This is an optimization exercise on Yosys and OpenROAD, whose aim is small area, not a production implementation. At most, simulation tests tie the RTL to the original design; equivalence was not proved.

==> willow: inputs <==
Design fixed_point_divider, start of the top module:
module fixed_point_divider #(
    IN_WIDTH = 12,
    OUT_WIDTH = 12
) (
    input clk,
    input rst_n,
    input logic din_valid,
    input  logic signed [ IN_WIDTH-1:0] rs1,
    input  logic signed [ IN_WIDTH-1:0] rs2,
    output logic        [OUT_WIDTH-1:0] rd,
    output logic                        dout_valid
);
Settings: LEC_CHECK=0, CAP_MARGIN=20, CORE_MARGIN=2, CORE_UTILIZATION=75, PLACE_DENSITY=0.85, SLEW_MARGIN=20; clock period 10.0 ns.
standard.sh (not shown) runs the stock make flow with config.mk's settings and CLKGATE_MAP_FILE= SYNTH_SCRIPT=/design/flow/synth_recipe.tcl, a recipe that flattens the netlist after the stock synthesis.
==> flow/flow/run.sh <==
#!/bin/bash
# Layout flow: the standard ORFS flow (standard.sh), with two changes to
# how the layout is built:
#  - ports are buffered with sky130_fd_sc_hd__buf_1 instead of the buffer
#    ORFS picks by itself (a 10 um2 clock-delay buffer);
#  - clock tree synthesis uses clkbuf_8 leaf clusters and no dummy loads.
# Everything else (synthesis, floorplan, power grid, placement, routing) is
# the standard flow.  The full output goes to flow.log in this folder; the
# per-step ORFS logs are under orfs/logs/.
set -euo pipefail
cd "$(dirname "$0")/.."
export BUFFER_PORTS_ARGS="-buffer_cell sky130_fd_sc_hd__buf_1"
export CTS_ARGS="-sink_clustering_enable -repair_clock_nets -dont_use_dummy_load -buf_list sky130_fd_sc_hd__clkbuf_8 -sink_clustering_size 22 -sink_clustering_max_diameter 50"
bash standard.sh > flow.log 2>&1
==> violet: changes against willow <==
==> flow/design.v (replaced) <==
`timescale 1ns / 100ps
module fixed_point_divider #(
    IN_WIDTH = 12,
    OUT_WIDTH = 12
) (
    input clk,
    input rst_n,
    input logic din_valid,
    input  logic signed [ IN_WIDTH-1:0] rs1,
    input  logic signed [ IN_WIDTH-1:0] rs2,
    output logic        [OUT_WIDTH-1:0] rd,
    output logic                        dout_valid
);
  logic [21:0] vld;
  always_ff @(posedge clk or negedge rst_n) begin
    if (!rst_n) begin
      vld <= '0;
      dout_valid <= 1'b0;
    end else begin
      vld <= {vld[20:0], din_valid};
      dout_valid <= vld[21];
    end
  end
  wire [10:0] a = rs1[10:0];
  wire [10:0] b = rs2[10:0];
  wire [11:0] ma, mb;
  assign ma[0] = 1'b0;
  assign mb[0] = 1'b0;
  for (genvar i = 0; i < 11; i++) begin : g_neg
    assign ma[i+1] = ma[i] | (rs1[11] & a[i]);
    assign mb[i+1] = mb[i] | (rs2[11] & b[i]);
  end
  wire [10:0] A0 = a ^ ma[10:0];
  wire [10:0] B0 = b ^ mb[10:0];
  wire [10:0] nB0 = ~B0;
  wire sat = ({1'b0, A0[10:1]} >= B0);
  wire [11:0] s0_t = {1'b0, A0};
  wire [10:0] s0_g = ~s0_t[10:0] & ~nB0;
  wire [10:0] s0_p = ~(s0_t[10:0] ^ ~nB0);
  wire s0_G1_0 = s0_g[1] | (s0_p[1] & s0_g[0]);
  wire s0_G2_0 = s0_g[2] | (s0_p[2] & s0_G1_0);
  wire s0_G3_0 = s0_g[3] | (s0_p[3] & s0_G2_0);
  wire s0_G4_0 = s0_g[4] | (s0_p[4] & s0_G3_0);
  wire s0_G5_0 = s0_g[5] | (s0_p[5] & s0_G4_0);
  wire s0_G6_0 = s0_g[6] | (s0_p[6] & s0_G5_0);
  wire s0_G7_0 = s0_g[7] | (s0_p[7] & s0_G6_0);
  wire s0_G8_0 = s0_g[8] | (s0_p[8] & s0_G7_0);
  wire s0_G9_0 = s0_g[9] | (s0_p[9] & s0_G8_0);
  wire s0_G10_0 = s0_g[10] | (s0_p[10] & s0_G9_0);
  wire [11:0] s0_c = {s0_G10_0, s0_G9_0, s0_G8_0, s0_G7_0, s0_G6_0, s0_G5_0, s0_G4_0, s0_G3_0, s0_G2_0, s0_G1_0, s0_g[0], 1'b0};
  wire [11:0] s0_bw = s0_c;
  wire s0_q = s0_t[11] | ~s0_bw[11];
  wire [11:0] s0_cc = ~s0_bw;
  wire [10:0] s0_r = s0_q ? (s0_t[10:0] ^ nB0 ^ s0_cc[10:0]) : s0_t[10:0];
  wire [10:0] nB1 = nB0 | {11{sat}};
  wire [0:0] q0 = s0_q;
  logic [10:0] r_p1;
  logic [10:0] nB_p1;
  logic [0:0] q_p1;
  always_ff @(posedge clk) begin
    r_p1 <= ~s0_r;
    nB_p1 <= ~nB1;
    q_p1 <= q0;
  end
  wire [11:0] s1_t = {(~r_p1), 1'b0};
  wire [10:0] s1_g = ~s1_t[10:0] & ~(~nB_p1);
  wire [10:0] s1_p = ~(s1_t[10:0] ^ ~(~nB_p1));
  wire s1_G1_0 = s1_g[1] | (s1_p[1] & s1_g[0]);
  wire s1_G2_0 = s1_g[2] | (s1_p[2] & s1_G1_0);
  wire s1_G3_0 = s1_g[3] | (s1_p[3] & s1_G2_0);
  wire s1_G4_0 = s1_g[4] | (s1_p[4] & s1_G3_0);
  wire s1_G5_0 = s1_g[5] | (s1_p[5] & s1_G4_0);
  wire s1_G6_0 = s1_g[6] | (s1_p[6] & s1_G5_0);
  wire s1_G7_0 = s1_g[7] | (s1_p[7] & s1_G6_0);
  wire s1_G8_0 = s1_g[8] | (s1_p[8] & s1_G7_0);
  wire s1_G9_0 = s1_g[9] | (s1_p[9] & s1_G8_0);
  wire s1_G10_0 = s1_g[10] | (s1_p[10] & s1_G9_0);
  wire [11:0] s1_c = {s1_G10_0, s1_G9_0, s1_G8_0, s1_G7_0, s1_G6_0, s1_G5_0, s1_G4_0, s1_G3_0, s1_G2_0, s1_G1_0, s1_g[0], 1'b0};
  wire [11:0] s1_bw = s1_c;
  wire s1_q = s1_t[11] | ~s1_bw[11];
  wire [11:0] s1_cc = ~s1_bw;
  wire [10:0] s1_r = s1_q ? (s1_t[10:0] ^ (~nB_p1) ^ s1_cc[10:0]) : s1_t[10:0];
  wire [1:0] q1 = {q_p1, s1_q};
  wire [11:0] s2_t = {s1_r, 1'b0};
  wire [10:0] s2_g = ~s2_t[10:0] & ~(~nB_p1);
  wire [10:0] s2_p = ~(s2_t[10:0] ^ ~(~nB_p1));
  wire s2_G1_0 = s2_g[1] | (s2_p[1] & s2_g[0]);
  wire s2_G2_0 = s2_g[2] | (s2_p[2] & s2_G1_0);
  wire s2_G3_0 = s2_g[3] | (s2_p[3] & s2_G2_0);
  wire s2_G4_0 = s2_g[4] | (s2_p[4] & s2_G3_0);
  wire s2_G5_0 = s2_g[5] | (s2_p[5] & s2_G4_0);
  wire s2_G6_0 = s2_g[6] | (s2_p[6] & s2_G5_0);
  wire s2_G7_0 = s2_g[7] | (s2_p[7] & s2_G6_0);
  wire s2_G8_0 = s2_g[8] | (s2_p[8] & s2_G7_0);
  wire s2_G9_0 = s2_g[9] | (s2_p[9] & s2_G8_0);
  wire s2_G10_0 = s2_g[10] | (s2_p[10] & s2_G9_0);
  wire [11:0] s2_c = {s2_G10_0, s2_G9_0, s2_G8_0, s2_G7_0, s2_G6_0, s2_G5_0, s2_G4_0, s2_G3_0, s2_G2_0, s2_G1_0, s2_g[0], 1'b0};
  wire [11:0] s2_bw = s2_c;
  wire s2_q = s2_t[11] | ~s2_bw[11];
  wire [11:0] s2_cc = ~s2_bw;
  wire [10:0] s2_r = s2_q ? (s2_t[10:0] ^ (~nB_p1) ^ s2_cc[10:0]) : s2_t[10:0];
  wire [2:0] q2 = {q1, s2_q};
  logic [10:0] r_p2;
  logic [10:0] nB_p2;
  logic [2:0] q_p2;
  always_ff @(posedge clk) begin
    r_p2 <= ~s2_r;
    nB_p2 <= ~(~nB_p1);
    q_p2 <= q2;
  end
  wire [11:0] s3_t = {(~r_p2), 1'b0};
  wire [10:0] s3_g = ~s3_t[10:0] & ~(~nB_p2);
  wire [10:0] s3_p = ~(s3_t[10:0] ^ ~(~nB_p2));
  wire s3_G1_0 = s3_g[1] | (s3_p[1] & s3_g[0]);
  wire s3_G2_0 = s3_g[2] | (s3_p[2] & s3_G1_0);
  wire s3_G3_0 = s3_g[3] | (s3_p[3] & s3_G2_0);
  wire s3_G4_0 = s3_g[4] | (s3_p[4] & s3_G3_0);
  wire s3_G5_0 = s3_g[5] | (s3_p[5] & s3_G4_0);
  wire s3_G6_0 = s3_g[6] | (s3_p[6] & s3_G5_0);
  wire s3_G7_0 = s3_g[7] | (s3_p[7] & s3_G6_0);
  wire s3_G8_0 = s3_g[8] | (s3_p[8] & s3_G7_0);
  wire s3_G9_0 = s3_g[9] | (s3_p[9] & s3_G8_0);
  wire s3_G10_0 = s3_g[10] | (s3_p[10] & s3_G9_0);
  wire [11:0] s3_c = {s3_G10_0, s3_G9_0, s3_G8_0, s3_G7_0, s3_G6_0, s3_G5_0, s3_G4_0, s3_G3_0, s3_G2_0, s3_G1_0, s3_g[0], 1'b0};
  wire [11:0] s3_bw = s3_c;
  wire s3_q = s3_t[11] | ~s3_bw[11];
  wire [11:0] s3_cc = ~s3_bw;
  wire [10:0] s3_r = s3_q ? (s3_t[10:0] ^ (~nB_p2) ^ s3_cc[10:0]) : s3_t[10:0];
  wire [3:0] q3 = {q_p2, s3_q};
  wire [11:0] s4_t = {s3_r, 1'b0};
  wire [10:0] s4_g = ~s4_t[10:0] & ~(~nB_p2);
  wire [10:0] s4_p = ~(s4_t[10:0] ^ ~(~nB_p2));
  wire s4_G1_0 = s4_g[1] | (s4_p[1] & s4_g[0]);
  wire s4_G2_0 = s4_g[2] | (s4_p[2] & s4_G1_0);
  wire s4_G3_0 = s4_g[3] | (s4_p[3] & s4_G2_0);
  wire s4_G4_0 = s4_g[4] | (s4_p[4] & s4_G3_0);
  wire s4_G5_0 = s4_g[5] | (s4_p[5] & s4_G4_0);
  wire s4_G6_0 = s4_g[6] | (s4_p[6] & s4_G5_0);
  wire s4_G7_0 = s4_g[7] | (s4_p[7] & s4_G6_0);
  wire s4_G8_0 = s4_g[8] | (s4_p[8] & s4_G7_0);
  wire s4_G9_0 = s4_g[9] | (s4_p[9] & s4_G8_0);
  wire s4_G10_0 = s4_g[10] | (s4_p[10] & s4_G9_0);
  wire [11:0] s4_c = {s4_G10_0, s4_G9_0, s4_G8_0, s4_G7_0, s4_G6_0, s4_G5_0, s4_G4_0, s4_G3_0, s4_G2_0, s4_G1_0, s4_g[0], 1'b0};
  wire [11:0] s4_bw = s4_c;
  wire s4_q = s4_t[11] | ~s4_bw[11];
  wire [11:0] s4_cc = ~s4_bw;
  wire [10:0] s4_r = s4_q ? (s4_t[10:0] ^ (~nB_p2) ^ s4_cc[10:0]) : s4_t[10:0];
  wire [4:0] q4 = {q3, s4_q};
  logic [10:0] r_p3;
  logic [10:0] nB_p3;
  logic [4:0] q_p3;
  always_ff @(posedge clk) begin
    r_p3 <= ~s4_r;
    nB_p3 <= ~(~nB_p2);
    q_p3 <= q4;
  end
  wire [11:0] s5_t = {(~r_p3), 1'b0};
  wire [10:0] s5_g = ~s5_t[10:0] & ~(~nB_p3);
  wire [10:0] s5_p = ~(s5_t[10:0] ^ ~(~nB_p3));
  wire s5_G1_0 = s5_g[1] | (s5_p[1] & s5_g[0]);
  wire s5_G2_0 = s5_g[2] | (s5_p[2] & s5_G1_0);
  wire s5_G3_0 = s5_g[3] | (s5_p[3] & s5_G2_0);
  wire s5_G4_0 = s5_g[4] | (s5_p[4] & s5_G3_0);
  wire s5_G5_0 = s5_g[5] | (s5_p[5] & s5_G4_0);
  wire s5_G6_0 = s5_g[6] | (s5_p[6] & s5_G5_0);
  wire s5_G7_0 = s5_g[7] | (s5_p[7] & s5_G6_0);
  wire s5_G8_0 = s5_g[8] | (s5_p[8] & s5_G7_0);
  wire s5_G9_0 = s5_g[9] | (s5_p[9] & s5_G8_0);
  wire s5_G10_0 = s5_g[10] | (s5_p[10] & s5_G9_0);
  wire [11:0] s5_c = {s5_G10_0, s5_G9_0, s5_G8_0, s5_G7_0, s5_G6_0, s5_G5_0, s5_G4_0, s5_G3_0, s5_G2_0, s5_G1_0, s5_g[0], 1'b0};
  wire [11:0] s5_bw = s5_c;
  wire s5_q = s5_t[11] | ~s5_bw[11];
  wire [11:0] s5_cc = ~s5_bw;
  wire [10:0] s5_r = s5_q ? (s5_t[10:0] ^ (~nB_p3) ^ s5_cc[10:0]) : s5_t[10:0];
  wire [5:0] q5 = {q_p3, s5_q};
  wire [11:0] s6_t = {s5_r, 1'b0};
  wire [10:0] s6_g = ~s6_t[10:0] & ~(~nB_p3);
  wire [10:0] s6_p = ~(s6_t[10:0] ^ ~(~nB_p3));
  wire s6_G1_0 = s6_g[1] | (s6_p[1] & s6_g[0]);
  wire s6_G2_0 = s6_g[2] | (s6_p[2] & s6_G1_0);
  wire s6_G3_0 = s6_g[3] | (s6_p[3] & s6_G2_0);
  wire s6_G4_0 = s6_g[4] | (s6_p[4] & s6_G3_0);
  wire s6_G5_0 = s6_g[5] | (s6_p[5] & s6_G4_0);
  wire s6_G6_0 = s6_g[6] | (s6_p[6] & s6_G5_0);
  wire s6_G7_0 = s6_g[7] | (s6_p[7] & s6_G6_0);
  wire s6_G8_0 = s6_g[8] | (s6_p[8] & s6_G7_0);
  wire s6_G9_0 = s6_g[9] | (s6_p[9] & s6_G8_0);
  wire s6_G10_0 = s6_g[10] | (s6_p[10] & s6_G9_0);
  wire [11:0] s6_c = {s6_G10_0, s6_G9_0, s6_G8_0, s6_G7_0, s6_G6_0, s6_G5_0, s6_G4_0, s6_G3_0, s6_G2_0, s6_G1_0, s6_g[0], 1'b0};
  wire [11:0] s6_bw = s6_c;
  wire s6_q = s6_t[11] | ~s6_bw[11];
  wire [11:0] s6_cc = ~s6_bw;
  wire [10:0] s6_r = s6_q ? (s6_t[10:0] ^ (~nB_p3) ^ s6_cc[10:0]) : s6_t[10:0];
  wire [6:0] q6 = {q5, s6_q};
  logic [10:0] r_p4;
  logic [10:0] nB_p4;
  logic [6:0] q_p4;
  always_ff @(posedge clk) begin
    r_p4 <= ~s6_r;
    nB_p4 <= ~(~nB_p3);
    q_p4 <= q6;
  end
  wire [11:0] s7_t = {(~r_p4), 1'b0};
  wire [10:0] s7_g = ~s7_t[10:0] & ~(~nB_p4);
  wire [10:0] s7_p = ~(s7_t[10:0] ^ ~(~nB_p4));
  wire s7_G1_0 = s7_g[1] | (s7_p[1] & s7_g[0]);
  wire s7_G2_0 = s7_g[2] | (s7_p[2] & s7_G1_0);
  wire s7_G3_0 = s7_g[3] | (s7_p[3] & s7_G2_0);
  wire s7_G4_0 = s7_g[4] | (s7_p[4] & s7_G3_0);
  wire s7_G5_0 = s7_g[5] | (s7_p[5] & s7_G4_0);
  wire s7_G6_0 = s7_g[6] | (s7_p[6] & s7_G5_0);
  wire s7_G7_0 = s7_g[7] | (s7_p[7] & s7_G6_0);
  wire s7_G8_0 = s7_g[8] | (s7_p[8] & s7_G7_0);
  wire s7_G9_0 = s7_g[9] | (s7_p[9] & s7_G8_0);
  wire s7_G10_0 = s7_g[10] | (s7_p[10] & s7_G9_0);
  wire [11:0] s7_c = {s7_G10_0, s7_G9_0, s7_G8_0, s7_G7_0, s7_G6_0, s7_G5_0, s7_G4_0, s7_G3_0, s7_G2_0, s7_G1_0, s7_g[0], 1'b0};
  wire [11:0] s7_bw = s7_c;
  wire s7_q = s7_t[11] | ~s7_bw[11];
  wire [11:0] s7_cc = ~s7_bw;
  wire [10:0] s7_r = s7_q ? (s7_t[10:0] ^ (~nB_p4) ^ s7_cc[10:0]) : s7_t[10:0];
  wire [7:0] q7 = {q_p4, s7_q};
  wire [11:0] s8_t = {s7_r, 1'b0};
  wire [10:0] s8_g = ~s8_t[10:0] & ~(~nB_p4);
  wire [10:0] s8_p = ~(s8_t[10:0] ^ ~(~nB_p4));
  wire s8_G1_0 = s8_g[1] | (s8_p[1] & s8_g[0]);
  wire s8_G2_0 = s8_g[2] | (s8_p[2] & s8_G1_0);
  wire s8_G3_0 = s8_g[3] | (s8_p[3] & s8_G2_0);
  wire s8_G4_0 = s8_g[4] | (s8_p[4] & s8_G3_0);
  wire s8_G5_0 = s8_g[5] | (s8_p[5] & s8_G4_0);
  wire s8_G6_0 = s8_g[6] | (s8_p[6] & s8_G5_0);
  wire s8_G7_0 = s8_g[7] | (s8_p[7] & s8_G6_0);
  wire s8_G8_0 = s8_g[8] | (s8_p[8] & s8_G7_0);
  wire s8_G9_0 = s8_g[9] | (s8_p[9] & s8_G8_0);
  wire s8_G10_0 = s8_g[10] | (s8_p[10] & s8_G9_0);
  wire [11:0] s8_c = {s8_G10_0, s8_G9_0, s8_G8_0, s8_G7_0, s8_G6_0, s8_G5_0, s8_G4_0, s8_G3_0, s8_G2_0, s8_G1_0, s8_g[0], 1'b0};
  wire [11:0] s8_bw = s8_c;
  wire s8_q = s8_t[11] | ~s8_bw[11];
  wire [11:0] s8_cc = ~s8_bw;
  wire [10:0] s8_r = s8_q ? (s8_t[10:0] ^ (~nB_p4) ^ s8_cc[10:0]) : s8_t[10:0];
  wire [8:0] q8 = {q7, s8_q};
  logic [10:0] r_p5;
  logic [10:0] nB_p5;
  logic [8:0] q_p5;
  always_ff @(posedge clk) begin
    r_p5 <= ~s8_r;
    nB_p5 <= ~(~nB_p4);
    q_p5 <= q8;
  end
  wire [11:0] s9_t = {(~r_p5), 1'b0};
  wire [10:0] s9_g = ~s9_t[10:0] & ~(~nB_p5);
  wire [10:0] s9_p = ~(s9_t[10:0] ^ ~(~nB_p5));
  wire s9_G1_0 = s9_g[1] | (s9_p[1] & s9_g[0]);
  wire s9_G2_0 = s9_g[2] | (s9_p[2] & s9_G1_0);
  wire s9_G3_0 = s9_g[3] | (s9_p[3] & s9_G2_0);
  wire s9_G4_0 = s9_g[4] | (s9_p[4] & s9_G3_0);
  wire s9_G5_0 = s9_g[5] | (s9_p[5] & s9_G4_0);
  wire s9_G6_0 = s9_g[6] | (s9_p[6] & s9_G5_0);
  wire s9_G7_0 = s9_g[7] | (s9_p[7] & s9_G6_0);
  wire s9_G8_0 = s9_g[8] | (s9_p[8] & s9_G7_0);
  wire s9_G9_0 = s9_g[9] | (s9_p[9] & s9_G8_0);
  wire s9_G10_0 = s9_g[10] | (s9_p[10] & s9_G9_0);
  wire [11:0] s9_c = {s9_G10_0, s9_G9_0, s9_G8_0, s9_G7_0, s9_G6_0, s9_G5_0, s9_G4_0, s9_G3_0, s9_G2_0, s9_G1_0, s9_g[0], 1'b0};
  wire [11:0] s9_bw = s9_c;
  wire s9_q = s9_t[11] | ~s9_bw[11];
  wire [11:0] s9_cc = ~s9_bw;
  wire [10:0] s9_r = s9_q ? (s9_t[10:0] ^ (~nB_p5) ^ s9_cc[10:0]) : s9_t[10:0];
  wire [9:0] q9 = {q_p5, s9_q};
  wire [11:0] s10_t = {s9_r, 1'b0};
  wire [10:0] s10_g = ~s10_t[10:0] & ~(~nB_p5);
  wire [10:0] s10_p = ~(s10_t[10:0] ^ ~(~nB_p5));
  wire s10_G1_0 = s10_g[1] | (s10_p[1] & s10_g[0]);
  wire s10_G3_2 = s10_g[3] | (s10_p[3] & s10_g[2]);
  wire s10_P3_2 = s10_p[3] & s10_p[2];
  wire s10_G5_4 = s10_g[5] | (s10_p[5] & s10_g[4]);
  wire s10_P5_4 = s10_p[5] & s10_p[4];
  wire s10_G7_6 = s10_g[7] | (s10_p[7] & s10_g[6]);
  wire s10_P7_6 = s10_p[7] & s10_p[6];
  wire s10_G9_8 = s10_g[9] | (s10_p[9] & s10_g[8]);
  wire s10_P9_8 = s10_p[9] & s10_p[8];
  wire s10_G3_0 = s10_G3_2 | (s10_P3_2 & s10_G1_0);
  wire s10_G7_4 = s10_G7_6 | (s10_P7_6 & s10_G5_4);
  wire s10_P7_4 = s10_P7_6 & s10_P5_4;
  wire s10_G7_0 = s10_G7_4 | (s10_P7_4 & s10_G3_0);
  wire s10_G5_0 = s10_G5_4 | (s10_P5_4 & s10_G3_0);
  wire s10_G9_0 = s10_G9_8 | (s10_P9_8 & s10_G7_0);
  wire s10_G2_0 = s10_g[2] | (s10_p[2] & s10_G1_0);
  wire s10_G4_0 = s10_g[4] | (s10_p[4] & s10_G3_0);
  wire s10_G6_0 = s10_g[6] | (s10_p[6] & s10_G5_0);
  wire s10_G8_0 = s10_g[8] | (s10_p[8] & s10_G7_0);
  wire s10_G10_0 = s10_g[10] | (s10_p[10] & s10_G9_0);
  wire [11:0] s10_c = {s10_G10_0, s10_G9_0, s10_G8_0, s10_G7_0, s10_G6_0, s10_G5_0, s10_G4_0, s10_G3_0, s10_G2_0, s10_G1_0, s10_g[0], 1'b0};
  wire [11:0] s10_bw = s10_c;
  wire s10_q = s10_t[11] | ~s10_bw[11];
  wire [11:0] s10_cc = ~s10_bw;
  wire [10:0] s10_r = s10_q ? (s10_t[10:0] ^ (~nB_p5) ^ s10_cc[10:0]) : s10_t[10:0];
  wire [10:0] q10 = {q9, s10_q};
  wire [11:0] s11_t = {s10_r, 1'b0};
  wire [10:0] s11_g = ~s11_t[10:0] & ~(~nB_p5);
  wire [10:0] s11_p = ~(s11_t[10:0] ^ ~(~nB_p5));
  wire s11_G1_0 = s11_g[1] | (s11_p[1] & s11_g[0]);
  wire s11_G3_2 = s11_g[3] | (s11_p[3] & s11_g[2]);
  wire s11_P3_2 = s11_p[3] & s11_p[2];
  wire s11_G5_4 = s11_g[5] | (s11_p[5] & s11_g[4]);
  wire s11_P5_4 = s11_p[5] & s11_p[4];
  wire s11_G7_6 = s11_g[7] | (s11_p[7] & s11_g[6]);
  wire s11_P7_6 = s11_p[7] & s11_p[6];
  wire s11_G9_8 = s11_g[9] | (s11_p[9] & s11_g[8]);
  wire s11_P9_8 = s11_p[9] & s11_p[8];
  wire s11_G2_0 = s11_g[2] | (s11_p[2] & s11_G1_0);
  wire s11_G3_0 = s11_G3_2 | (s11_P3_2 & s11_G1_0);
  wire s11_G6_4 = s11_g[6] | (s11_p[6] & s11_G5_4);
  wire s11_P6_4 = s11_p[6] & s11_P5_4;
  wire s11_G7_4 = s11_G7_6 | (s11_P7_6 & s11_G5_4);
  wire s11_P7_4 = s11_P7_6 & s11_P5_4;
  wire s11_G10_8 = s11_g[10] | (s11_p[10] & s11_G9_8);
  wire s11_P10_8 = s11_p[10] & s11_P9_8;
  wire s11_G4_0 = s11_g[4] | (s11_p[4] & s11_G3_0);
  wire s11_G5_0 = s11_G5_4 | (s11_P5_4 & s11_G3_0);
  wire s11_G6_0 = s11_G6_4 | (s11_P6_4 & s11_G3_0);
  wire s11_G7_0 = s11_G7_4 | (s11_P7_4 & s11_G3_0);
  wire s11_G8_0 = s11_g[8] | (s11_p[8] & s11_G7_0);
  wire s11_G9_0 = s11_G9_8 | (s11_P9_8 & s11_G7_0);
  wire s11_G10_0 = s11_G10_8 | (s11_P10_8 & s11_G7_0);
  wire [11:0] s11_c = {s11_G10_0, s11_G9_0, s11_G8_0, s11_G7_0, s11_G6_0, s11_G5_0, s11_G4_0, s11_G3_0, s11_G2_0, s11_G1_0, s11_g[0], 1'b0};
  wire [11:0] s11_bw = s11_c;
  wire s11_q = s11_t[11] | ~s11_bw[11];
  wire [11:0] s11_cc = ~s11_bw;
  wire [11:0] q11 = {q10, s11_q};
  logic [11:0] q_p6;
  always_ff @(posedge clk) begin
    q_p6 <= q11;
  end
  logic [11:0] dl[16];
  always_ff @(posedge clk) begin
    dl[0] <= q_p6;
    for (int i = 1; i < 16; i++) dl[i] <= dl[i-1];
    rd <= dl[15];
  end
endmodule
- PLACE_DENSITY: 0.85 -> default
==> juniper: changes against willow <==
--- a/flow/design.v
+++ b/flow/design.v
@@ -6,21 +6,26 @@
     input clk,
     input rst_n,
     input logic din_valid,
     input  logic signed [ IN_WIDTH-1:0] rs1,
     input  logic signed [ IN_WIDTH-1:0] rs2,
     output logic        [OUT_WIDTH-1:0] rd,
     output logic                        dout_valid
 );
-  logic [4:0] rcnt;
-  wire rdone = (rcnt == 5'd23);
+  logic [4:0] rlf;
+  logic rdone;
   always_ff @(posedge clk or negedge rst_n) begin
-    if (!rst_n) rcnt <= '0;
-    else if (!rdone) rcnt <= rcnt + 5'd1;
+    if (!rst_n) begin
+      rlf <= '0;
+      rdone <= 1'b0;
+    end else begin
+      rlf <= {rlf[3:0], ~(rlf[4] ^ rlf[2])};
+      rdone <= rdone | (rlf == 5'b01101);
+    end
   end
   assign dout_valid = rdone & (rd != 12'h7ff);
   wire [10:0] a = rs1[10:0];
   wire [10:0] b = rs2[10:0];
   wire [11:0] ma, mb;
   assign ma[0] = 1'b0;
   assign mb[0] = 1'b0;
   for (genvar i = 0; i < 11; i++) begin : g_neg
==> flow/flow/run.sh (replaced) <==
#!/bin/bash
# Layout flow: the standard ORFS flow (standard.sh), with two changes to
# how the layout is built:
#  - ports are buffered with sky130_fd_sc_hd__buf_1 instead of the buffer
#    ORFS picks by itself (a 10 um2 clock-delay buffer);
#  - clock tree synthesis uses clkbuf_8 leaf clusters and no dummy loads.
# Everything else (synthesis, floorplan, power grid, placement, routing) is
# the standard flow.  The full output goes to flow.log in this folder; the
# per-step ORFS logs are under orfs/logs/.
set -euo pipefail
cd "$(dirname "$0")/.."
export BUFFER_PORTS_ARGS="-buffer_cell sky130_fd_sc_hd__buf_1"
export CTS_ARGS="-sink_clustering_enable -repair_clock_nets -dont_use_dummy_load -buf_list sky130_fd_sc_hd__clkbuf_16 -sink_clustering_size 36 -sink_clustering_max_diameter 60"
bash standard.sh > flow.log 2>&1
==> results by group <==
Final layout
  – Area occupied by multi-input gates: roughly 0.0044 mm²
  – Utilization after layout: between 80% and 90%
  – Fin area: 0.0131 mm²

Critical path
  – CP max stage delay: approximately 0.44 ns
  – Crit path buf inv count: 4

Clocking
  – CTS Root Cell: clkbuf_8
  – Clk Latency, worst-skew pair: 0.56 ns

Status
  – Status: finished clean

Yosys
  – Syn Std Cell Area: 0.0123 mm²
(the above is from violet)
==> results by group <==
Clocking
  – CTS Root Cell: clkbuf_16
  – Clk Latency, worst-skew pair: 0.51 ns

Critical path
  – Crit path buf inv count: 5
  – CP max stage delay: 0.43 ns

Final layout
  – Fin area: 0.0127 mm²
  – Area occupied by multi-input gates: roughly 0.0045 mm²

Status
  – Status: finished clean

Yosys
  – Syn Std Cell Area: between 0.01 and 0.015 mm²
(the above is from juniper)
==> results by group <==
Status
  – Status: finished clean

Final layout
  – Utilization after layout: between 80% and 90%
  – Area occupied by multi-input gates: 0.00450 mm²
  – Fin area: between 0.01 and 0.015 mm²

Clocking
  – CTS Root Cell: clkbuf_8

Yosys
  – Post-synth top cells: 351 x dfxtp_1, 110 x fa_1, 79 x mux2_2
  – Syn Std Cell Area: 0.0119 mm²

Route
  – Via count: around 5,700
  – Highest metal used: met4
(the above is from willow)
No functional check of the RTL was part of juniper.

==> static timing again, ports no longer ideal <==
The flow's constraints put no driver on any port. The routed layouts listed below were extracted and timed again, unchanged, in two steps.
Step 1: set_driving_cell puts a clkbuf_16 on clk and a buf_2 on each other input, an assumption about the parent block.
Step 2 also shifts input and output timing later by t, the mid clock arrival at the registers, as if the neighbouring blocks saw the same clock.
a / b / c = no drivers / after step 1 / after step 2; a / b = the first two.
| run | t (ns) | slack for setup (ns) | slew at the worst register clock pin (ns) | pins driven straight from the clock port |
|---|---|---|---|---|
| willow | 0.560 | 0.485 / 0.485 / 0.485 | 0.11 / 0.11 | 1 |
| violet | 0.568 | 0.617 / 0.617 / 0.617 | 0.12 / 0.12 | 1 |
| juniper | 0.522 | 0.353 / 0.353 / 0.353 | 0.12 / 0.12 | 1 |
After both steps every run listed still meets setup and hold.
